This is an optimization exercise on Yosys and OpenROAD, whose aim is small area and a short achievable clock period, not a production implementation. For this run, only the layout was checked, not whether the RTL still works. Power is estimated from default activity; no workload was simulated.

==> design.v <==
module mul16_cs (
	input	[15:0]	a,
	input	[15:0]	b,
	output	[95:0]	r
);
wire one0 = b[0] ^ 1'b0;
wire two0 = (b[1] & ~b[0] & ~1'b0) | (~b[1] & b[0] & 1'b0);
wire neg0 = b[1];
wire pp0_0 = ((one0 & a[0]) | (two0 & 1'b0)) ^ neg0;
wire pp0_1 = ((one0 & a[1]) | (two0 & a[0])) ^ neg0;
wire pp0_2 = ((one0 & a[2]) | (two0 & a[1])) ^ neg0;
wire pp0_3 = ((one0 & a[3]) | (two0 & a[2])) ^ neg0;
wire pp0_4 = ((one0 & a[4]) | (two0 & a[3])) ^ neg0;
wire pp0_5 = ((one0 & a[5]) | (two0 & a[4])) ^ neg0;
wire pp0_6 = ((one0 & a[6]) | (two0 & a[5])) ^ neg0;
wire pp0_7 = ((one0 & a[7]) | (two0 & a[6])) ^ neg0;
wire pp0_8 = ((one0 & a[8]) | (two0 & a[7])) ^ neg0;
wire pp0_9 = ((one0 & a[9]) | (two0 & a[8])) ^ neg0;
wire pp0_10 = ((one0 & a[10]) | (two0 & a[9])) ^ neg0;
wire pp0_11 = ((one0 & a[11]) | (two0 & a[10])) ^ neg0;
wire pp0_12 = ((one0 & a[12]) | (two0 & a[11])) ^ neg0;
wire pp0_13 = ((one0 & a[13]) | (two0 & a[12])) ^ neg0;
wire pp0_14 = ((one0 & a[14]) | (two0 & a[13])) ^ neg0;
wire pp0_15 = ((one0 & a[15]) | (two0 & a[14])) ^ neg0;
wire pp0_16 = ((one0 & 1'b0) | (two0 & a[15])) ^ neg0;
wire one1 = b[2] ^ b[1];
wire two1 = (b[3] & ~b[2] & ~b[1]) | (~b[3] & b[2] & b[1]);
wire neg1 = b[3];
wire pp1_0 = ((one1 & a[0]) | (two1 & 1'b0)) ^ neg1;
wire pp1_1 = ((one1 & a[1]) | (two1 & a[0])) ^ neg1;
wire pp1_2 = ((one1 & a[2]) | (two1 & a[1])) ^ neg1;
wire pp1_3 = ((one1 & a[3]) | (two1 & a[2])) ^ neg1;
wire pp1_4 = ((one1 & a[4]) | (two1 & a[3])) ^ neg1;
wire pp1_5 = ((one1 & a[5]) | (two1 & a[4])) ^ neg1;
wire pp1_6 = ((one1 & a[6]) | (two1 & a[5])) ^ neg1;
wire pp1_7 = ((one1 & a[7]) | (two1 & a[6])) ^ neg1;
wire pp1_8 = ((one1 & a[8]) | (two1 & a[7])) ^ neg1;
wire pp1_9 = ((one1 & a[9]) | (two1 & a[8])) ^ neg1;
wire pp1_10 = ((one1 & a[10]) | (two1 & a[9])) ^ neg1;
wire pp1_11 = ((one1 & a[11]) | (two1 & a[10])) ^ neg1;
wire pp1_12 = ((one1 & a[12]) | (two1 & a[11])) ^ neg1;
wire pp1_13 = ((one1 & a[13]) | (two1 & a[12])) ^ neg1;
wire pp1_14 = ((one1 & a[14]) | (two1 & a[13])) ^ neg1;
wire pp1_15 = ((one1 & a[15]) | (two1 & a[14])) ^ neg1;
wire pp1_16 = ((one1 & 1'b0) | (two1 & a[15])) ^ neg1;
wire one2 = b[4] ^ b[3];
wire two2 = (b[5] & ~b[4] & ~b[3]) | (~b[5] & b[4] & b[3]);
wire neg2 = b[5];
wire pp2_0 = ((one2 & a[0]) | (two2 & 1'b0)) ^ neg2;
wire pp2_1 = ((one2 & a[1]) | (two2 & a[0])) ^ neg2;
wire pp2_2 = ((one2 & a[2]) | (two2 & a[1])) ^ neg2;
wire pp2_3 = ((one2 & a[3]) | (two2 & a[2])) ^ neg2;
wire pp2_4 = ((one2 & a[4]) | (two2 & a[3])) ^ neg2;
wire pp2_5 = ((one2 & a[5]) | (two2 & a[4])) ^ neg2;
wire pp2_6 = ((one2 & a[6]) | (two2 & a[5])) ^ neg2;
wire pp2_7 = ((one2 & a[7]) | (two2 & a[6])) ^ neg2;
wire pp2_8 = ((one2 & a[8]) | (two2 & a[7])) ^ neg2;
wire pp2_9 = ((one2 & a[9]) | (two2 & a[8])) ^ neg2;
wire pp2_10 = ((one2 & a[10]) | (two2 & a[9])) ^ neg2;
wire pp2_11 = ((one2 & a[11]) | (two2 & a[10])) ^ neg2;
wire pp2_12 = ((one2 & a[12]) | (two2 & a[11])) ^ neg2;
wire pp2_13 = ((one2 & a[13]) | (two2 & a[12])) ^ neg2;
wire pp2_14 = ((one2 & a[14]) | (two2 & a[13])) ^ neg2;
wire pp2_15 = ((one2 & a[15]) | (two2 & a[14])) ^ neg2;
wire pp2_16 = ((one2 & 1'b0) | (two2 & a[15])) ^ neg2;
wire one3 = b[6] ^ b[5];
wire two3 = (b[7] & ~b[6] & ~b[5]) | (~b[7] & b[6] & b[5]);
wire neg3 = b[7];
wire pp3_0 = ((one3 & a[0]) | (two3 & 1'b0)) ^ neg3;
wire pp3_1 = ((one3 & a[1]) | (two3 & a[0])) ^ neg3;
wire pp3_2 = ((one3 & a[2]) | (two3 & a[1])) ^ neg3;
wire pp3_3 = ((one3 & a[3]) | (two3 & a[2])) ^ neg3;
wire pp3_4 = ((one3 & a[4]) | (two3 & a[3])) ^ neg3;
wire pp3_5 = ((one3 & a[5]) | (two3 & a[4])) ^ neg3;
wire pp3_6 = ((one3 & a[6]) | (two3 & a[5])) ^ neg3;
wire pp3_7 = ((one3 & a[7]) | (two3 & a[6])) ^ neg3;
wire pp3_8 = ((one3 & a[8]) | (two3 & a[7])) ^ neg3;
wire pp3_9 = ((one3 & a[9]) | (two3 & a[8])) ^ neg3;
wire pp3_10 = ((one3 & a[10]) | (two3 & a[9])) ^ neg3;
wire pp3_11 = ((one3 & a[11]) | (two3 & a[10])) ^ neg3;
wire pp3_12 = ((one3 & a[12]) | (two3 & a[11])) ^ neg3;
wire pp3_13 = ((one3 & a[13]) | (two3 & a[12])) ^ neg3;
wire pp3_14 = ((one3 & a[14]) | (two3 & a[13])) ^ neg3;
wire pp3_15 = ((one3 & a[15]) | (two3 & a[14])) ^ neg3;
wire pp3_16 = ((one3 & 1'b0) | (two3 & a[15])) ^ neg3;
wire one4 = b[8] ^ b[7];
wire two4 = (b[9] & ~b[8] & ~b[7]) | (~b[9] & b[8] & b[7]);
wire neg4 = b[9];
wire pp4_0 = ((one4 & a[0]) | (two4 & 1'b0)) ^ neg4;
wire pp4_1 = ((one4 & a[1]) | (two4 & a[0])) ^ neg4;
wire pp4_2 = ((one4 & a[2]) | (two4 & a[1])) ^ neg4;
wire pp4_3 = ((one4 & a[3]) | (two4 & a[2])) ^ neg4;
wire pp4_4 = ((one4 & a[4]) | (two4 & a[3])) ^ neg4;
wire pp4_5 = ((one4 & a[5]) | (two4 & a[4])) ^ neg4;
wire pp4_6 = ((one4 & a[6]) | (two4 & a[5])) ^ neg4;
wire pp4_7 = ((one4 & a[7]) | (two4 & a[6])) ^ neg4;
wire pp4_8 = ((one4 & a[8]) | (two4 & a[7])) ^ neg4;
wire pp4_9 = ((one4 & a[9]) | (two4 & a[8])) ^ neg4;
wire pp4_10 = ((one4 & a[10]) | (two4 & a[9])) ^ neg4;
wire pp4_11 = ((one4 & a[11]) | (two4 & a[10])) ^ neg4;
wire pp4_12 = ((one4 & a[12]) | (two4 & a[11])) ^ neg4;
wire pp4_13 = ((one4 & a[13]) | (two4 & a[12])) ^ neg4;
wire pp4_14 = ((one4 & a[14]) | (two4 & a[13])) ^ neg4;
wire pp4_15 = ((one4 & a[15]) | (two4 & a[14])) ^ neg4;
wire pp4_16 = ((one4 & 1'b0) | (two4 & a[15])) ^ neg4;
wire one5 = b[10] ^ b[9];
wire two5 = (b[11] & ~b[10] & ~b[9]) | (~b[11] & b[10] & b[9]);
wire neg5 = b[11];
wire pp5_0 = ((one5 & a[0]) | (two5 & 1'b0)) ^ neg5;
wire pp5_1 = ((one5 & a[1]) | (two5 & a[0])) ^ neg5;
wire pp5_2 = ((one5 & a[2]) | (two5 & a[1])) ^ neg5;
wire pp5_3 = ((one5 & a[3]) | (two5 & a[2])) ^ neg5;
wire pp5_4 = ((one5 & a[4]) | (two5 & a[3])) ^ neg5;
wire pp5_5 = ((one5 & a[5]) | (two5 & a[4])) ^ neg5;
wire pp5_6 = ((one5 & a[6]) | (two5 & a[5])) ^ neg5;
wire pp5_7 = ((one5 & a[7]) | (two5 & a[6])) ^ neg5;
wire pp5_8 = ((one5 & a[8]) | (two5 & a[7])) ^ neg5;
wire pp5_9 = ((one5 & a[9]) | (two5 & a[8])) ^ neg5;
wire pp5_10 = ((one5 & a[10]) | (two5 & a[9])) ^ neg5;
wire pp5_11 = ((one5 & a[11]) | (two5 & a[10])) ^ neg5;
wire pp5_12 = ((one5 & a[12]) | (two5 & a[11])) ^ neg5;
wire pp5_13 = ((one5 & a[13]) | (two5 & a[12])) ^ neg5;
wire pp5_14 = ((one5 & a[14]) | (two5 & a[13])) ^ neg5;
wire pp5_15 = ((one5 & a[15]) | (two5 & a[14])) ^ neg5;
wire pp5_16 = ((one5 & 1'b0) | (two5 & a[15])) ^ neg5;
wire one6 = b[12] ^ b[11];
wire two6 = (b[13] & ~b[12] & ~b[11]) | (~b[13] & b[12] & b[11]);
wire neg6 = b[13];
wire pp6_0 = ((one6 & a[0]) | (two6 & 1'b0)) ^ neg6;
wire pp6_1 = ((one6 & a[1]) | (two6 & a[0])) ^ neg6;
wire pp6_2 = ((one6 & a[2]) | (two6 & a[1])) ^ neg6;
wire pp6_3 = ((one6 & a[3]) | (two6 & a[2])) ^ neg6;
wire pp6_4 = ((one6 & a[4]) | (two6 & a[3])) ^ neg6;
wire pp6_5 = ((one6 & a[5]) | (two6 & a[4])) ^ neg6;
wire pp6_6 = ((one6 & a[6]) | (two6 & a[5])) ^ neg6;
wire pp6_7 = ((one6 & a[7]) | (two6 & a[6])) ^ neg6;
wire pp6_8 = ((one6 & a[8]) | (two6 & a[7])) ^ neg6;
wire pp6_9 = ((one6 & a[9]) | (two6 & a[8])) ^ neg6;
wire pp6_10 = ((one6 & a[10]) | (two6 & a[9])) ^ neg6;
wire pp6_11 = ((one6 & a[11]) | (two6 & a[10])) ^ neg6;
wire pp6_12 = ((one6 & a[12]) | (two6 & a[11])) ^ neg6;
wire pp6_13 = ((one6 & a[13]) | (two6 & a[12])) ^ neg6;
wire pp6_14 = ((one6 & a[14]) | (two6 & a[13])) ^ neg6;
wire pp6_15 = ((one6 & a[15]) | (two6 & a[14])) ^ neg6;
wire pp6_16 = ((one6 & 1'b0) | (two6 & a[15])) ^ neg6;
wire one7 = b[14] ^ b[13];
wire two7 = (b[15] & ~b[14] & ~b[13]) | (~b[15] & b[14] & b[13]);
wire neg7 = b[15];
wire pp7_0 = ((one7 & a[0]) | (two7 & 1'b0)) ^ neg7;
wire pp7_1 = ((one7 & a[1]) | (two7 & a[0])) ^ neg7;
wire pp7_2 = ((one7 & a[2]) | (two7 & a[1])) ^ neg7;
wire pp7_3 = ((one7 & a[3]) | (two7 & a[2])) ^ neg7;
wire pp7_4 = ((one7 & a[4]) | (two7 & a[3])) ^ neg7;
wire pp7_5 = ((one7 & a[5]) | (two7 & a[4])) ^ neg7;
wire pp7_6 = ((one7 & a[6]) | (two7 & a[5])) ^ neg7;
wire pp7_7 = ((one7 & a[7]) | (two7 & a[6])) ^ neg7;
wire pp7_8 = ((one7 & a[8]) | (two7 & a[7])) ^ neg7;
wire pp7_9 = ((one7 & a[9]) | (two7 & a[8])) ^ neg7;
wire pp7_10 = ((one7 & a[10]) | (two7 & a[9])) ^ neg7;
wire pp7_11 = ((one7 & a[11]) | (two7 & a[10])) ^ neg7;
wire pp7_12 = ((one7 & a[12]) | (two7 & a[11])) ^ neg7;
wire pp7_13 = ((one7 & a[13]) | (two7 & a[12])) ^ neg7;
wire pp7_14 = ((one7 & a[14]) | (two7 & a[13])) ^ neg7;
wire pp7_15 = ((one7 & a[15]) | (two7 & a[14])) ^ neg7;
wire pp7_16 = ((one7 & 1'b0) | (two7 & a[15])) ^ neg7;
wire pp8_0 = a[0] & b[15];
wire pp8_1 = a[1] & b[15];
wire pp8_2 = a[2] & b[15];
wire pp8_3 = a[3] & b[15];
wire pp8_4 = a[4] & b[15];
wire pp8_5 = a[5] & b[15];
wire pp8_6 = a[6] & b[15];
wire pp8_7 = a[7] & b[15];
wire pp8_8 = a[8] & b[15];
wire pp8_9 = a[9] & b[15];
wire pp8_10 = a[10] & b[15];
wire pp8_11 = a[11] & b[15];
wire pp8_12 = a[12] & b[15];
wire pp8_13 = a[13] & b[15];
wire pp8_14 = a[14] & b[15];
wire pp8_15 = a[15] & b[15];
wire hs1 = neg0 ^ pp0_0;
wire hc2 = neg0 & pp0_0;
wire hs3 = pp0_1 ^ hc2;
wire hc4 = pp0_1 & hc2;
wire hs5 = neg1 ^ pp0_2;
wire hc6 = neg1 & pp0_2;
wire fs7 = pp1_0 ^ hs5 ^ hc4;
wire fc8 = (pp1_0 & hs5) | (hc4 & (pp1_0 ^ hs5));
wire hs9 = pp0_3 ^ pp1_1;
wire hc10 = pp0_3 & pp1_1;
wire fs11 = hc6 ^ hs9 ^ fc8;
wire fc12 = (hc6 & hs9) | (fc8 & (hc6 ^ hs9));
wire fs13 = neg2 ^ pp0_4 ^ pp1_2;
wire fc14 = (neg2 & pp0_4) | (pp1_2 & (neg2 ^ pp0_4));
wire hs15 = pp2_0 ^ hc10;
wire hc16 = pp2_0 & hc10;
wire fs17 = pp0_5 ^ pp1_3 ^ pp2_1;
wire fc18 = (pp0_5 & pp1_3) | (pp2_1 & (pp0_5 ^ pp1_3));
wire fs19 = fc14 ^ fs17 ^ hc16;
wire fc20 = (fc14 & fs17) | (hc16 & (fc14 ^ fs17));
wire fs21 = neg3 ^ pp0_6 ^ pp1_4;
wire fc22 = (neg3 & pp0_6) | (pp1_4 & (neg3 ^ pp0_6));
wire fs23 = pp2_2 ^ pp3_0 ^ fc18;
wire fc24 = (pp2_2 & pp3_0) | (fc18 & (pp2_2 ^ pp3_0));
wire fs25 = fs21 ^ fs23 ^ fc20;
wire fc26 = (fs21 & fs23) | (fc20 & (fs21 ^ fs23));
wire fs27 = pp0_7 ^ pp1_5 ^ pp2_3;
wire fc28 = (pp0_7 & pp1_5) | (pp2_3 & (pp0_7 ^ pp1_5));
wire fs29 = pp3_1 ^ fc22 ^ fs27;
wire fc30 = (pp3_1 & fc22) | (fs27 & (pp3_1 ^ fc22));
wire fs31 = neg4 ^ pp0_8 ^ pp1_6;
wire fc32 = (neg4 & pp0_8) | (pp1_6 & (neg4 ^ pp0_8));
wire fs33 = pp2_4 ^ pp3_2 ^ pp4_0;
wire fc34 = (pp2_4 & pp3_2) | (pp4_0 & (pp2_4 ^ pp3_2));
wire hs35 = fc28 ^ fs31;
wire hc36 = fc28 & fs31;
wire fs37 = fs33 ^ hs35 ^ fc30;
wire fc38 = (fs33 & hs35) | (fc30 & (fs33 ^ hs35));
wire fs39 = pp0_9 ^ pp1_7 ^ pp2_5;
wire fc40 = (pp0_9 & pp1_7) | (pp2_5 & (pp0_9 ^ pp1_7));
wire fs41 = pp3_3 ^ pp4_1 ^ fc32;
wire fc42 = (pp3_3 & pp4_1) | (fc32 & (pp3_3 ^ pp4_1));
wire fs43 = fc34 ^ fs39 ^ hc36;
wire fc44 = (fc34 & fs39) | (hc36 & (fc34 ^ fs39));
wire fs45 = fs41 ^ fs43 ^ fc38;
wire fc46 = (fs41 & fs43) | (fc38 & (fs41 ^ fs43));
wire fs47 = neg5 ^ pp0_10 ^ pp1_8;
wire fc48 = (neg5 & pp0_10) | (pp1_8 & (neg5 ^ pp0_10));
wire fs49 = pp2_6 ^ pp3_4 ^ pp4_2;
wire fc50 = (pp2_6 & pp3_4) | (pp4_2 & (pp2_6 ^ pp3_4));
wire fs51 = pp5_0 ^ fc40 ^ fs47;
wire fc52 = (pp5_0 & fc40) | (fs47 & (pp5_0 ^ fc40));
wire fs53 = fs49 ^ fc42 ^ fs51;
wire fc54 = (fs49 & fc42) | (fs51 & (fs49 ^ fc42));
wire fs55 = pp0_11 ^ pp1_9 ^ pp2_7;
wire fc56 = (pp0_11 & pp1_9) | (pp2_7 & (pp0_11 ^ pp1_9));
wire fs57 = pp3_5 ^ pp4_3 ^ pp5_1;
wire fc58 = (pp3_5 & pp4_3) | (pp5_1 & (pp3_5 ^ pp4_3));
wire fs59 = fc48 ^ fc50 ^ fs55;
wire fc60 = (fc48 & fc50) | (fs55 & (fc48 ^ fc50));
wire hs61 = fs57 ^ fc52;
wire hc62 = fs57 & fc52;
wire fs63 = neg6 ^ pp0_12 ^ pp1_10;
wire fc64 = (neg6 & pp0_12) | (pp1_10 & (neg6 ^ pp0_12));
wire fs65 = pp2_8 ^ pp3_6 ^ pp4_4;
wire fc66 = (pp2_8 & pp3_6) | (pp4_4 & (pp2_8 ^ pp3_6));
wire fs67 = pp5_2 ^ pp6_0 ^ fc56;
wire fc68 = (pp5_2 & pp6_0) | (fc56 & (pp5_2 ^ pp6_0));
wire fs69 = fc58 ^ fs63 ^ fs65;
wire fc70 = (fc58 & fs63) | (fs65 & (fc58 ^ fs63));
wire hs71 = fc60 ^ fs67;
wire hc72 = fc60 & fs67;
wire fs73 = fs69 ^ hc62 ^ hs71;
wire fc74 = (fs69 & hc62) | (hs71 & (fs69 ^ hc62));
wire fs75 = pp0_13 ^ pp1_11 ^ pp2_9;
wire fc76 = (pp0_13 & pp1_11) | (pp2_9 & (pp0_13 ^ pp1_11));
wire fs77 = pp3_7 ^ pp4_5 ^ pp5_3;
wire fc78 = (pp3_7 & pp4_5) | (pp5_3 & (pp3_7 ^ pp4_5));
wire fs79 = pp6_1 ^ fc64 ^ fc66;
wire fc80 = (pp6_1 & fc64) | (fc66 & (pp6_1 ^ fc64));
wire fs81 = fs75 ^ fs77 ^ fc68;
wire fc82 = (fs75 & fs77) | (fc68 & (fs75 ^ fs77));
wire fs83 = fc70 ^ fs79 ^ hc72;
wire fc84 = (fc70 & fs79) | (hc72 & (fc70 ^ fs79));
wire fs85 = neg7 ^ pp0_14 ^ pp1_12;
wire fc86 = (neg7 & pp0_14) | (pp1_12 & (neg7 ^ pp0_14));
wire fs87 = pp2_10 ^ pp3_8 ^ pp4_6;
wire fc88 = (pp2_10 & pp3_8) | (pp4_6 & (pp2_10 ^ pp3_8));
wire fs89 = pp5_4 ^ pp6_2 ^ pp7_0;
wire fc90 = (pp5_4 & pp6_2) | (pp7_0 & (pp5_4 ^ pp6_2));
wire fs91 = fc76 ^ fc78 ^ fs85;
wire fc92 = (fc76 & fc78) | (fs85 & (fc76 ^ fc78));
wire fs93 = fs87 ^ fs89 ^ fc80;
wire fc94 = (fs87 & fs89) | (fc80 & (fs87 ^ fs89));
wire hs95 = fs91 ^ fc82;
wire hc96 = fs91 & fc82;
wire fs97 = pp0_15 ^ pp1_13 ^ pp2_11;
wire fc98 = (pp0_15 & pp1_13) | (pp2_11 & (pp0_15 ^ pp1_13));
wire fs99 = pp3_9 ^ pp4_7 ^ pp5_5;
wire fc100 = (pp3_9 & pp4_7) | (pp5_5 & (pp3_9 ^ pp4_7));
wire fs101 = pp6_3 ^ pp7_1 ^ fc86;
wire fc102 = (pp6_3 & pp7_1) | (fc86 & (pp6_3 ^ pp7_1));
wire fs103 = fc88 ^ fc90 ^ fs97;
wire fc104 = (fc88 & fc90) | (fs97 & (fc88 ^ fc90));
wire fs105 = fs99 ^ fc92 ^ fs101;
wire fc106 = (fs99 & fc92) | (fs101 & (fs99 ^ fc92));
wire hs107 = fs103 ^ fc94;
wire hc108 = fs103 & fc94;
wire fs109 = pp8_0 ^ pp0_16 ^ pp1_14;
wire fc110 = (pp8_0 & pp0_16) | (pp1_14 & (pp8_0 ^ pp0_16));
wire fs111 = pp2_12 ^ pp3_10 ^ pp4_8;
wire fc112 = (pp2_12 & pp3_10) | (pp4_8 & (pp2_12 ^ pp3_10));
wire fs113 = pp5_6 ^ pp6_4 ^ pp7_2;
wire fc114 = (pp5_6 & pp6_4) | (pp7_2 & (pp5_6 ^ pp6_4));
wire fs115 = fc98 ^ fc100 ^ fs109;
wire fc116 = (fc98 & fc100) | (fs109 & (fc98 ^ fc100));
wire fs117 = fs111 ^ fs113 ^ fc102;
wire fc118 = (fs111 & fs113) | (fc102 & (fs111 ^ fs113));
wire fs119 = fc104 ^ fs115 ^ fc106;
wire fc120 = (fc104 & fs115) | (fc106 & (fc104 ^ fs115));
wire fs121 = neg0 ^ pp8_1 ^ pp1_15;
wire fc122 = (neg0 & pp8_1) | (pp1_15 & (neg0 ^ pp8_1));
wire fs123 = pp2_13 ^ pp3_11 ^ pp4_9;
wire fc124 = (pp2_13 & pp3_11) | (pp4_9 & (pp2_13 ^ pp3_11));
wire fs125 = pp5_7 ^ pp6_5 ^ pp7_3;
wire fc126 = (pp5_7 & pp6_5) | (pp7_3 & (pp5_7 ^ pp6_5));
wire fs127 = fc110 ^ fc112 ^ fc114;
wire fc128 = (fc110 & fc112) | (fc114 & (fc110 ^ fc112));
wire fs129 = fs121 ^ fs123 ^ fs125;
wire fc130 = (fs121 & fs123) | (fs125 & (fs121 ^ fs123));
wire fs131 = fc116 ^ fs127 ^ fs129;
wire fc132 = (fc116 & fs127) | (fs129 & (fc116 ^ fs127));
wire fs133 = neg0 ^ pp8_2 ^ pp1_16;
wire fc134 = (neg0 & pp8_2) | (pp1_16 & (neg0 ^ pp8_2));
wire fs135 = pp2_14 ^ pp3_12 ^ pp4_10;
wire fc136 = (pp2_14 & pp3_12) | (pp4_10 & (pp2_14 ^ pp3_12));
wire fs137 = pp5_8 ^ pp6_6 ^ pp7_4;
wire fc138 = (pp5_8 & pp6_6) | (pp7_4 & (pp5_8 ^ pp6_6));
wire fs139 = fc122 ^ fc124 ^ fc126;
wire fc140 = (fc122 & fc124) | (fc126 & (fc122 ^ fc124));
wire fs141 = fs133 ^ fs135 ^ fs137;
wire fc142 = (fs133 & fs135) | (fs137 & (fs133 ^ fs135));
wire fs143 = fc128 ^ fc130 ^ fs139;
wire fc144 = (fc128 & fc130) | (fs139 & (fc128 ^ fc130));
wire fs145 = ~neg0 ^ ~neg1 ^ pp8_3;
wire fc146 = (~neg0 & ~neg1) | (pp8_3 & (~neg0 ^ ~neg1));
wire fs147 = pp2_15 ^ pp3_13 ^ pp4_11;
wire fc148 = (pp2_15 & pp3_13) | (pp4_11 & (pp2_15 ^ pp3_13));
wire fs149 = pp5_9 ^ pp6_7 ^ pp7_5;
wire fc150 = (pp5_9 & pp6_7) | (pp7_5 & (pp5_9 ^ pp6_7));
wire fs151 = fs145 ^ fc134 ^ fc136;
wire fc152 = (fs145 & fc134) | (fc136 & (fs145 ^ fc134));
wire fs153 = fc138 ^ fs147 ^ fs149;
wire fc154 = (fc138 & fs147) | (fs149 & (fc138 ^ fs147));
wire fs155 = fc140 ^ fc142 ^ fs151;
wire fc156 = (fc140 & fc142) | (fs151 & (fc140 ^ fc142));
wire fs157 = 1'b1 ^ pp8_4 ^ fc146;
wire fc158 = (1'b1 & pp8_4) | (fc146 & (1'b1 ^ pp8_4));
wire fs159 = pp2_16 ^ pp3_14 ^ pp4_12;
wire fc160 = (pp2_16 & pp3_14) | (pp4_12 & (pp2_16 ^ pp3_14));
wire fs161 = pp5_10 ^ pp6_8 ^ pp7_6;
wire fc162 = (pp5_10 & pp6_8) | (pp7_6 & (pp5_10 ^ pp6_8));
wire fs163 = fs157 ^ fc148 ^ fc150;
wire fc164 = (fs157 & fc148) | (fc150 & (fs157 ^ fc148));
wire fs165 = fs159 ^ fs161 ^ fc152;
wire fc166 = (fs159 & fs161) | (fc152 & (fs159 ^ fs161));
wire hs167 = fc154 ^ fs163;
wire hc168 = fc154 & fs163;
wire fs169 = hs167 ^ fc156 ^ fs165;
wire fc170 = (hs167 & fc156) | (fs165 & (hs167 ^ fc156));
wire fs171 = ~neg2 ^ pp8_5 ^ pp3_15;
wire fc172 = (~neg2 & pp8_5) | (pp3_15 & (~neg2 ^ pp8_5));
wire fs173 = pp4_13 ^ pp5_11 ^ pp6_9;
wire fc174 = (pp4_13 & pp5_11) | (pp6_9 & (pp4_13 ^ pp5_11));
wire fs175 = pp7_7 ^ fc158 ^ fc160;
wire fc176 = (pp7_7 & fc158) | (fc160 & (pp7_7 ^ fc158));
wire fs177 = fc162 ^ fs171 ^ fs173;
wire fc178 = (fc162 & fs171) | (fs173 & (fc162 ^ fs171));
wire fs179 = fc164 ^ fs175 ^ fs177;
wire fc180 = (fc164 & fs175) | (fs177 & (fc164 ^ fs175));
wire hs181 = hc168 ^ fc166;
wire hc182 = hc168 & fc166;
wire fs183 = 1'b1 ^ pp8_6 ^ pp3_16;
wire fc184 = (1'b1 & pp8_6) | (pp3_16 & (1'b1 ^ pp8_6));
wire fs185 = pp4_14 ^ pp5_12 ^ pp6_10;
wire fc186 = (pp4_14 & pp5_12) | (pp6_10 & (pp4_14 ^ pp5_12));
wire fs187 = pp7_8 ^ fc172 ^ fc174;
wire fc188 = (pp7_8 & fc172) | (fc174 & (pp7_8 ^ fc172));
wire fs189 = fs183 ^ fs185 ^ fc176;
wire fc190 = (fs183 & fs185) | (fc176 & (fs183 ^ fs185));
wire fs191 = fc178 ^ fs187 ^ fs189;
wire fc192 = (fc178 & fs187) | (fs189 & (fc178 ^ fs187));
wire fs193 = ~neg3 ^ pp8_7 ^ pp4_15;
wire fc194 = (~neg3 & pp8_7) | (pp4_15 & (~neg3 ^ pp8_7));
wire fs195 = pp5_13 ^ pp6_11 ^ pp7_9;
wire fc196 = (pp5_13 & pp6_11) | (pp7_9 & (pp5_13 ^ pp6_11));
wire fs197 = fc184 ^ fc186 ^ fs193;
wire fc198 = (fc184 & fc186) | (fs193 & (fc184 ^ fc186));
wire fs199 = fs195 ^ fc188 ^ fs197;
wire fc200 = (fs195 & fc188) | (fs197 & (fs195 ^ fc188));
wire fs201 = 1'b1 ^ pp8_8 ^ pp4_16;
wire fc202 = (1'b1 & pp8_8) | (pp4_16 & (1'b1 ^ pp8_8));
wire fs203 = pp5_14 ^ pp6_12 ^ pp7_10;
wire fc204 = (pp5_14 & pp6_12) | (pp7_10 & (pp5_14 ^ pp6_12));
wire fs205 = fc194 ^ fc196 ^ fs201;
wire fc206 = (fc194 & fc196) | (fs201 & (fc194 ^ fc196));
wire hs207 = fs203 ^ fc198;
wire hc208 = fs203 & fc198;
wire fs209 = ~neg4 ^ pp8_9 ^ pp5_15;
wire fc210 = (~neg4 & pp8_9) | (pp5_15 & (~neg4 ^ pp8_9));
wire fs211 = pp6_13 ^ pp7_11 ^ fc202;
wire fc212 = (pp6_13 & pp7_11) | (fc202 & (pp6_13 ^ pp7_11));
wire fs213 = fc204 ^ fs209 ^ fc206;
wire fc214 = (fc204 & fs209) | (fc206 & (fc204 ^ fs209));
wire fs215 = 1'b1 ^ pp8_10 ^ pp5_16;
wire fc216 = (1'b1 & pp8_10) | (pp5_16 & (1'b1 ^ pp8_10));
wire fs217 = pp6_14 ^ pp7_12 ^ fc210;
wire fc218 = (pp6_14 & pp7_12) | (fc210 & (pp6_14 ^ pp7_12));
wire hs219 = fs215 ^ fc212;
wire hc220 = fs215 & fc212;
wire fs221 = fs217 ^ hs219 ^ fc214;
wire fc222 = (fs217 & hs219) | (fc214 & (fs217 ^ hs219));
wire fs223 = ~neg5 ^ pp8_11 ^ pp6_15;
wire fc224 = (~neg5 & pp8_11) | (pp6_15 & (~neg5 ^ pp8_11));
wire fs225 = pp7_13 ^ fc216 ^ fs223;
wire fc226 = (pp7_13 & fc216) | (fs223 & (pp7_13 ^ fc216));
wire hs227 = fc218 ^ fs225;
wire hc228 = fc218 & fs225;
wire fs229 = 1'b1 ^ pp8_12 ^ pp6_16;
wire fc230 = (1'b1 & pp8_12) | (pp6_16 & (1'b1 ^ pp8_12));
wire fs231 = pp7_14 ^ fc224 ^ fs229;
wire fc232 = (pp7_14 & fc224) | (fs229 & (pp7_14 ^ fc224));
wire fs233 = fc226 ^ fs231 ^ hc228;
wire fc234 = (fc226 & fs231) | (hc228 & (fc226 ^ fs231));
wire fs235 = ~neg6 ^ pp8_13 ^ pp7_15;
wire fc236 = (~neg6 & pp8_13) | (pp7_15 & (~neg6 ^ pp8_13));
wire hs237 = fc230 ^ fs235;
wire hc238 = fc230 & fs235;
wire fs239 = 1'b1 ^ pp8_14 ^ pp7_16;
wire fc240 = (1'b1 & pp8_14) | (pp7_16 & (1'b1 ^ pp8_14));
wire fs241 = fc236 ^ fs239 ^ hc238;
wire fc242 = (fc236 & fs239) | (hc238 & (fc236 ^ fs239));
wire hs243 = ~neg7 ^ pp8_15;
wire hc244 = ~neg7 & pp8_15;
wire fs245 = hs243 ^ fc240 ^ fc242;
wire fc246 = (hs243 & fc240) | (fc242 & (hs243 ^ fc240));
assign r[0] = hs1;
assign r[32] = 1'b0;
assign r[64] = 1'b0;
assign r[1] = hs3;
assign r[33] = 1'b0;
assign r[65] = 1'b0;
assign r[2] = fs7;
assign r[34] = 1'b0;
assign r[66] = 1'b0;
assign r[3] = fs11;
assign r[35] = 1'b0;
assign r[67] = 1'b0;
assign r[4] = fs13;
assign r[36] = hs15;
assign r[68] = fc12;
assign r[5] = fs19;
assign r[37] = 1'b0;
assign r[69] = 1'b0;
assign r[6] = fs25;
assign r[38] = 1'b0;
assign r[70] = 1'b0;
assign r[7] = fc24;
assign r[39] = fs29;
assign r[71] = fc26;
assign r[8] = fs37;
assign r[40] = 1'b0;
assign r[72] = 1'b0;
assign r[9] = fs45;
assign r[41] = 1'b0;
assign r[73] = 1'b0;
assign r[10] = fc44;
assign r[42] = fs53;
assign r[74] = fc46;
assign r[11] = fs59;
assign r[43] = hs61;
assign r[75] = fc54;
assign r[12] = fs73;
assign r[44] = 1'b0;
assign r[76] = 1'b0;
assign r[13] = fs81;
assign r[45] = fc74;
assign r[77] = fs83;
assign r[14] = fs93;
assign r[46] = hs95;
assign r[78] = fc84;
assign r[15] = fs105;
assign r[47] = hc96;
assign r[79] = hs107;
assign r[16] = fs117;
assign r[48] = hc108;
assign r[80] = fs119;
assign r[17] = fc118;
assign r[49] = fs131;
assign r[81] = fc120;
assign r[18] = fs141;
assign r[50] = fc132;
assign r[82] = fs143;
assign r[19] = fs153;
assign r[51] = fc144;
assign r[83] = fs155;
assign r[20] = fs169;
assign r[52] = 1'b0;
assign r[84] = 1'b0;
assign r[21] = fs179;
assign r[53] = hs181;
assign r[85] = fc170;
assign r[22] = fc180;
assign r[54] = hc182;
assign r[86] = fs191;
assign r[23] = fc190;
assign r[55] = fs199;
assign r[87] = fc192;
assign r[24] = fs205;
assign r[56] = hs207;
assign r[88] = fc200;
assign r[25] = fs211;
assign r[57] = hc208;
assign r[89] = fs213;
assign r[26] = fs221;
assign r[58] = 1'b0;
assign r[90] = 1'b0;
assign r[27] = hc220;
assign r[59] = hs227;
assign r[91] = fc222;
assign r[28] = fs233;
assign r[60] = 1'b0;
assign r[92] = 1'b0;
assign r[29] = hs237;
assign r[61] = fc232;
assign r[93] = fc234;
assign r[30] = fs241;
assign r[62] = 1'b0;
assign r[94] = 1'b0;
assign r[31] = fs245;
assign r[63] = 1'b0;
assign r[95] = 1'b0;
endmodule
module mul16_add (
	input	[95:0]	r,
	output	[31:0]	p
);
wire [31:0] x = r[31:0], y = r[63:32], z = r[95:64];
wire [31:0] s = x ^ y ^ z;
wire [31:0] c = (x & y) | (z & (x ^ y));
assign p = s + {c[30:0], 1'b0};
endmodule
`timescale 1ns/100ps
module tta16 (
	input		cpu_clk_i,
	input		cpu_rst_i,
	output	reg		wb_cyc_o,
	output	reg	[1:0]	wb_stb_o,
	output	reg		wb_we_o,
	input			wb_ack_i,
	input			wb_rty_i,
	input			wb_err_i,
	output		[2:0]	wb_cti_o,
	output		[1:0]	wb_bte_o,
	output		[22:0]	wb_adr_o,
	output		[1:0]	wb_sel_o,
	output		[15:0]	wb_dat_o,
	input		[1:0]	wb_sel_i,
	input		[15:0]	wb_dat_i,
	output			imem_en_o,
	output	reg	[9:0]	imem_adr_o,
	input		[31:0]	imem_dat_i,
	output	reg	[1:0]	imem_we_o,
	output		[9:0]	imem_wadr_o,
	output	reg	[15:0]	imem_wdat_o
);
reg		run;		 
reg	[15:0]	rf[15:0];
reg	[3:0]	t_idx0, t_idx1;		 
reg		w_en;			 
reg	[3:0]	w_idx;
reg	[15:0]	w_data;
reg	[9:0]	pc_prev;
reg		t_bra;
reg	[9:0]	iadr;
reg	[6:0]	rseg, wseg;
reg	[15:0]	t_data_a, t_data_b, t_data_c, t_com;
reg		t_rad, t_wad;			 
reg		t_sub, t_bits;			 
reg	[1:0]	t_mode;				 
reg		t_reg, t_mul, t_msr;		 
reg		x_zf, x_bf;
reg	[15:0]	x_diff, x_bits, x_mem;
reg	[95:0]	x_prod;				 
reg	[22:0]	wb_adr;
reg	[15:0]	wb_dat;
wire	[31:0]	instr	= imem_dat_i;
wire	[1:0]	f_src_a	= instr[31:30];
wire	[2:0]	f_dst_a	= instr[29:27];
wire	[1:0]	f_src_b	= instr[26:25];
wire	[2:0]	f_dst_b	= instr[24:22];
wire	[1:0]	f_src_c	= instr[21:20];
wire	[1:0]	f_dst_c	= instr[19:18];
wire	[2:0]	f_com	= instr[17:15];
wire	[3:0]	f_reg1	= instr[14:11];
wire	[3:0]	f_reg0	= {instr[14], instr[10:8]};
wire	[15:0]	f_immed	= {{9{instr[7]}}, instr[6:0]};
wire	[15:0]	f_limm	= {{6{instr[10]}}, instr[9:0]};
wire	[9:0]	pc_next	= {pc_prev[8:1], pc_prev[0]^pc_prev[3], pc_prev[9]};
wire	[9:0]	pc	= imem_adr_o;	 
wire	[31:0]	prod;
mul16_add MULADD (
	.r	(x_prod),
	.p	(prod)
);
assign	wb_cti_o	= 3'b000;
assign	wb_bte_o	= 2'b00;
assign	wb_sel_o	= 2'b11;
assign	wb_adr_o	= wb_adr;
assign	wb_dat_o	= wb_dat;
assign	imem_en_o	= run;
assign	imem_wadr_o	= iadr;
wire	mem_op	= (f_dst_a == 3'd2 || f_dst_a == 3'd3);
always @(posedge cpu_clk_i)
	if (cpu_rst_i)		run	<= 1;
	else if (wb_ack_i)	run	<= 1;
	else if (mem_op)	run	<= 0;
reg	[15:0]	t_reg0, t_reg1;
integer	k;
always @(*) begin
	t_reg0	= 16'd0;
	t_reg1	= 16'd0;
	for (k = 0; k < 16; k = k + 1) begin
		t_reg0	= t_reg0 | (rf[k] & {16{t_idx0 == k}});
		t_reg1	= t_reg1 | (rf[k] & {16{t_idx1 == k}});
	end
end
always @(posedge cpu_clk_i)
	if (run) begin
		if (w_en)	rf[w_idx]	<= w_data;
		w_en	<= t_reg;
		w_idx	<= f_reg1;
		w_data	<= t_data_c;
	end
reg	[15:0]	data_a, data_c, com;
always @(*) begin
	case (f_src_a)
	0:	data_a	= t_com;
	1:	data_a	= f_limm;
	2:	data_a	= t_reg0;
	3:	data_a	= x_mem;
	endcase
	case (f_src_c)
	0:	data_c	= t_com;
	1:	data_c	= x_diff;
	2:	data_c	= t_reg1;
	3:	data_c	= {6'd0, pc_next};
	endcase
	case (f_com)
	0:	com	= t_com;
	1:	com	= f_immed;
	2:	com	= t_reg1;
	3:	com	= x_mem;
	4:	com	= x_diff;
	5:	com	= x_bits;
	6:	com	= prod[15:0];
	7:	com	= prod[31:16];
	endcase
end
always @(posedge cpu_clk_i)
	if (run) begin
		t_data_a	<= data_a;
		t_data_c	<= data_c;
		t_com		<= com;
		case (f_src_b)
		0:	t_data_b	<= t_com;
		1:	t_data_b	<= f_immed;
		2:	t_data_b	<= t_reg0;
		3:	t_data_b	<= x_mem;
		endcase
		t_sub	<= (f_dst_b == 3'd1 || f_dst_b == 3'd2);
		t_bits	<= (f_dst_b == 3'd3 || f_dst_b[2]);
		t_mode	<= f_dst_b[1:0];
		t_reg	<= (f_dst_c == 2'd1);
		t_mul	<= (f_dst_c == 2'd2);
		t_msr	<= (f_dst_c == 2'd3);
		t_idx0	<= f_reg0;
		t_idx1	<= f_reg1;
	end
always @(posedge cpu_clk_i) begin
	t_rad	<= run & (f_dst_a == 3'd2);
	t_wad	<= run & (f_dst_a == 3'd3);
end
wire	jmp	= (f_dst_a == 3'd1) ||
		  (f_dst_a == 3'd5 && !x_bf) ||
		  (f_dst_a == 3'd4 && x_bf) ||
		  (f_dst_a == 3'd7 && !x_zf) ||
		  (f_dst_a == 3'd6 && x_zf);
wire	bra	= !t_bra && jmp;
always @(posedge cpu_clk_i)
	if (cpu_rst_i)		t_bra	<= 0;
	else if (run)		t_bra	<= bra;
always @(posedge cpu_clk_i)
	if (cpu_rst_i)		pc_prev	<= 10'd1;
	else if (run)		pc_prev	<= pc;
always @(posedge cpu_clk_i)
	if (cpu_rst_i)		imem_adr_o	<= 10'd2;
	else if (run)		imem_adr_o	<= bra ? data_a[9:0] : {pc[8:1], pc[0]^pc[3], pc[9]};
wire	run_n	= cpu_rst_i || wb_ack_i || (run && !mem_op);
wire	msr_n	= run ? (f_dst_c == 2'd3) : t_msr;
wire	[2:0]	dc_n	= run ? data_c[2:0] : t_data_c[2:0];
always @(posedge cpu_clk_i)
	imem_we_o	<= {run_n && msr_n && dc_n == 3'd5,
			    run_n && msr_n && dc_n == 3'd4};
always @(posedge cpu_clk_i)
	if (run && f_dst_c == 2'd3)	imem_wdat_o	<= com;
always @(posedge cpu_clk_i)
	if (cpu_rst_i)		x_bf	<= 0;
	else if (run && t_sub)	{x_bf, x_diff}	<= {1'b0, t_com} - {1'b0, t_data_b};
wire	[95:0]	mul_r;
mul16_cs MUL (
	.a	(t_data_c),
	.b	(t_com),
	.r	(mul_r)
);
always @(posedge cpu_clk_i)
	if (run && t_mul)	x_prod	<= mul_r;
reg	[15:0]	bits_n;
always @(*)
	case (t_mode)
	0:	bits_n	= ~(t_data_b & t_com);
	1:	bits_n	= t_data_b & t_com;
	2:	bits_n	= ~(t_data_b | t_com);
	3:	bits_n	= ~(t_data_b ^ t_com);
	endcase
always @(posedge cpu_clk_i)
	if (cpu_rst_i)
		x_zf	<= 1;
	else if (run && t_bits) begin
		x_bits	<= ~bits_n;
		x_zf	<= &bits_n;
	end
always @(posedge cpu_clk_i)
	if (cpu_rst_i)	{rseg, wseg, iadr}	<= 0;
	else if (t_msr) case (t_data_c[2:0])
		0:	rseg	<= t_com[6:0];
		1:	wseg	<= t_com[6:0];
		2:	iadr	<= t_com[9:0];
	endcase
always @(posedge cpu_clk_i)
	if (cpu_rst_i)
		{wb_we_o, wb_cyc_o, wb_stb_o}	<= 0;
	else if (t_wad) begin
		wb_cyc_o	<= 1;
		wb_we_o		<= 1;
		wb_adr		<= {wseg, t_data_a};
		wb_dat		<= t_data_c;
		wb_stb_o	<= wseg[6] ? 2'b10 : 2'b01;
	end else if (t_rad) begin
		wb_cyc_o	<= 1;
		wb_we_o		<= 0;
		wb_adr		<= {rseg, t_data_a};
		wb_stb_o	<= rseg[6] ? 2'b10 : 2'b01;
	end else if (wb_ack_i || wb_rty_i)
		{wb_we_o, wb_cyc_o, wb_stb_o}	<= 0;
always @(posedge cpu_clk_i)
	if (wb_ack_i)	x_mem	<= wb_dat_i;
endmodule	 
==> flow/run.sh <==
#!/bin/bash
# The standard layout, with faster port buffers (buf_4 in place of the
# delay-buffer cell buffer_ports picks by default), which the resizer may
# then size as usual.
set -euo pipefail
export BUFFER_PORTS_ARGS="-buffer_cell sky130_fd_sc_hd__buf_4"
bash standard.sh > standard.log 2>&1
==> standard.sh <==
#!/bin/bash
# synth_recipe.tcl (not shown) runs the flow's synth.tcl, then flattens the netlist and writes it again
# the make line also repeats each setting of config.mk as NAME=value (left out here)
make -C /OpenROAD-flow-scripts/flow DESIGN_CONFIG=/design/flow/config.mk WORK_HOME=/design/flow/orfs CLKGATE_MAP_FILE= SYNTH_SCRIPT=/design/flow/synth_recipe.tcl "${@:-finish}"
==> config.mk <==
export PLATFORM = sky130hd
export DESIGN_NAME = tta16
export DESIGN_NICKNAME = tta16
export VERILOG_FILES = /design/flow/design.v
export SDC_FILE = /design/flow/constraint.sdc
export NUM_CORES = 4
export LEC_CHECK = 0
export ABC_CLOCK_PERIOD_IN_PS = 3500
export CAP_MARGIN = 20
export CORE_MARGIN = 2
export CORE_UTILIZATION = 40
export PLACE_DENSITY = 0.6
export SETUP_SLACK_MARGIN = 4.5
export SLEW_MARGIN = 20
==> constraint.sdc <==
create_clock -name core_clock -period 8.0 [get_ports {cpu_clk_i}]
set_input_delay 1.6000 -clock core_clock [delete_from_list [all_inputs] [get_ports {cpu_clk_i}]]
set_output_delay 1.6000 -clock core_clock [all_outputs]
set_load 0.01 [all_outputs]
==> run summary <==
-- kinds of logic (layout without fill, tap and decap cells) --
logic type / after synthesis / count (layout) / synth area share (%)
AO/OA/AOI/OAI: 1026 / 1026 / 18.3
XOR/XNOR: 67 / 67 / 1.62
adder cells (fa/ha/maj): 251 / 251 / 10.8
buffers and inverters: 483 / 598 / 5.42
flip-flops: 578 / 578 / 46.4
multiplexers: 177 / 177 / 6.63
other: 2 / 7 / 0.0208
AND/OR/NAND/NOR: 845 / 845 / 10.8
-- cell type report --
cell class,count,area share (%)
clock inverters,37,0.897
inverters,163,1.59
repair buffers,315,7.50
repair inverters,1,0.0179
clock buffers,82,4.25
multi-input cells,2373,42.3
flip-flops and latches,578,40.0
well taps,1176,3.50
-- placed cells by master (no fill, tap or decap), types with 48 or more instances in the layout --
| master | n |
|---|---|
| fa_1 | 106 |
| clkbuf_16 | 71 |
| nand3_1 | 72 |
| a221oi_1 | 49 |
| mux2i_1 | 80 |
| nand2_1 | 294 |
| inv_1 | 143 |
| o211ai_1 | 48 |
| buf_4 | 252 |
| mux2_2 | 49 |
| a21oi_1 | 321 |
| nor2_1 | 203 |
| dfxtp_1 | 56 |
| edfxtp_1 | 521 |
| o21ai_0 | 197 |
| o22ai_1 | 77 |
| ha_1 | 88 |
-- power by group --
group          internal (mW)  switching (mW)
Clock                   1.79            1.30
Sequential              4.52           0.351
Combinational           4.44            6.60
-- layer usage --
metal  GRT usage [%]  up-vias
met5               0        -
met4            14.3        0
met3            7.13      458
met2            44.8     2051
met1            37.5    15000
li1                -    12900
-- per-stage QoR --
step	power [mW]	cells	util, %	worst slack [ns]	hold WS (ns)
detailed placement	14.8	4521	42.5	3.61	0.405
global placement	14.6	4521	42.5	3.63	0.404
floorplan	11.8	3434	-	4.51	0.400
global route	20.4	4725	46.7	4.40	0.418
CTS	18.7	4703	46.3	4.49	0.412
finish	19.0	4725	46.7	4.50	0.418
-- how the worst max path moves through the flow --
stage,slack (ns),end,startpoint,cells past startpoint
6_report,4.50,MULADD.r[20],t_data_c[4],12
5_1_grt,4.40,MULADD.r[9],t_com[2],11
4_1_cts,4.49,MULADD.r[77],t_com[3],13
3_5_place_dp,3.61,MULADD.r[80],t_com[2],11
3_3_place_gp,3.63,MULADD.r[77],t_com[2],13
2_1_floorplan,4.51,MULADD.r[20],t_com[7],10
-- repair_timing --
| item | CTS | global route |
|---|---|---|
| gates cloned | 15 | 3 |
| setup endpoints to repair | 254 | 62 |
| pin swaps | 8 | 7 |
| setup buffers | 48 | 17 |
| resized for setup | 113 | 55 |
==> impl_metrics.env <==
export IMPL_dp_hpwl_um=86200
export IMPL_relSlewSlack_pct=23.9
export IMPL_n_antenna_cell=0
export IMPL_async_flop_share_pct=0
export IMPL_antenna_found_initial=3
export IMPL_hold_buffers=0
export IMPL_synth_common_cells="edfxtp_1 (521), a21oi_1 (321), nand2_1 (297), nor2_1 (226), clkbuf_1 (214)"
export IMPL_drive_above_1_share_pct=17.2
export IMPL_seqCellArea_um2=16800
export IMPL_status="timing/DRC/antenna clean"
export IMPL_reg2reg_from="t_data_c[4]"
export IMPL_power_density_nw_per_um2=453
export IMPL_synthCells=3429
export IMPL_ctsLongestPathBuffers=3
export IMPL_worstPathArrival_ns=3.86
export IMPL_gp_congestion=0.931
export IMPL_met3_length_um=15700
export IMPL_fp_dieW_um=305
export IMPL_top_layer="met4"
export IMPL_die_y_um=305
export IMPL_yosys_warnings=1
export IMPL_ys_seq_area_share_pct=46.4
export IMPL_worst_pin_slew_ns=1.14
export IMPL_grt_pass1_wl_um=197000
export IMPL_grt_ovfl_total=0
export IMPL_leakagePower_nw=15.3
export IMPL_max_freq_mhz=286
export IMPL_worstPathRequired_ns=8.36
export IMPL_tns_ns=0
export IMPL_critPathTopFamily="adder cells"
export IMPL_largest_register_ffs=256
export IMPL_synth_edf_count=521
export IMPL_cts_buffers=66
export IMPL_drc=0
export IMPL_synthTopCellsByArea="edfxtp_1 (43%), fa_1 (6.5%), a21oi_1 (4.4%)"
export IMPL_slowest_delay_ns=0.53
export IMPL_start_util_pct=40.3
export IMPL_crit_fanout=25
export IMPL_critical_path_cell_chain="buf_6 > clkinvlp_4 > buf_4 > nand3_1 > o211ai_1 > o21ai_0 > o21ai_0 > fa_1 > fa_1 > inv_1 > ha_1 > fa_1"
export IMPL_rr_endpoint="MULADD.r[20]"
export IMPL_drtIter0Drc=4131
export IMPL_yosys_area_top_type="edfxtp_1"
export IMPL_core_area_um2=89900
export IMPL_fin_nets=3760
export IMPL_nFillCells=8291
export IMPL_drtPass1Iterations=8
export IMPL_syn_to_final_growth_pct=16.0
export IMPL_design_area_um2=42000
export IMPL_multi_input_area_um2=17700
export IMPL_synth_top_cell_area_share_pct=43.2
export IMPL_hold_path_depth=0
export IMPL_critPathKind="reg2reg"
export IMPL_wl_met1_um=52100
export IMPL_grt_usage_pct=28.8
export IMPL_dr_wl_met2_um=61900
export IMPL_hp_class="reg2reg"
export IMPL_hold_start="t_data_a[3]"
export IMPL_cp_common_cell="fa_1"
export IMPL_path_buf_inv=4
export IMPL_syn_area_per_cell_um2=10.6
export IMPL_synth_most_common_cell="edfxtp_1"
export IMPL_grt_max_degree=79
export IMPL_cts_tree="done"
export IMPL_syn_area_um2=36200
export IMPL_top_register="rf"
export IMPL_num_io_pins=144
export IMPL_report_final_slew_viol_count=0
export IMPL_worst_setup_path_end_kind="flip-flop"
export IMPL_synth_cell_types=82
export IMPL_hold_end="wb_adr[3]"
export IMPL_ant_nets=0
export IMPL_placed_area_um2=38200
export IMPL_clock_skew_ns=0.0241
export IMPL_grt_pass1_vias=28200
export IMPL_path_clk_slew_ns=0.06
export IMPL_viasPerCell=6.44
export IMPL_setup_violations=0
export IMPL_clk_latency_ns=0.63
export IMPL_ys_flop_type="edfxtp_1"
export IMPL_worstSetupStartpointType="flip-flop"
export IMPL_ys_seq_elements=578
export IMPL_routed_wl_um=138000
export IMPL_vdd_drop_max_uv=273
export IMPL_fin_crit_ns=3.50
export IMPL_finalHoldViolCount=0
export IMPL_maxCapViolations=0
export IMPL_wire_per_inst_um=29.1
export IMPL_port_buffers=133
export IMPL_htreeDepth=3
export IMPL_r2r_slack_ns=4.50
export IMPL_cts_num_sinks=578
export IMPL_clockRootBuffer="clkbuf_16"
export IMPL_die_area_um2=92900
export IMPL_cp_slowest_cell="fa_1"
export IMPL_rsz0062_at_grt="true"
export IMPL_rows=110
export IMPL_r2r_cells=12
export IMPL_num_vias=30400
export IMPL_finalCritPeriodShare_pct=43.7

port drivers added, routing unchanged:
Ports are ideal in the flow. The routed layout listed here was re-timed in OpenROAD. Step 1, drivers: a clkbuf_16 drives cpu_clk_i and a buf_2 each remaining input, both assumed. Step 2 moves the port delays by t, midway between the first and last clock arrival at a register: inputs arrive t later, outputs are due t later. That takes back most of the time a late clock gives input paths. Three values: ideal ports, drivers, drivers and shift; two values: the first two.
t (ns): 0.685
setup slack, ns: 4.501 / 4.501 / 3.938
slew at the worst register clock pin (ns): 0.07 / 0.07
After both steps setup and hold are still met in this run. For this run, drivers alone change the setup slack by 0.000 ns; drivers and shift together by -0.563 ns.
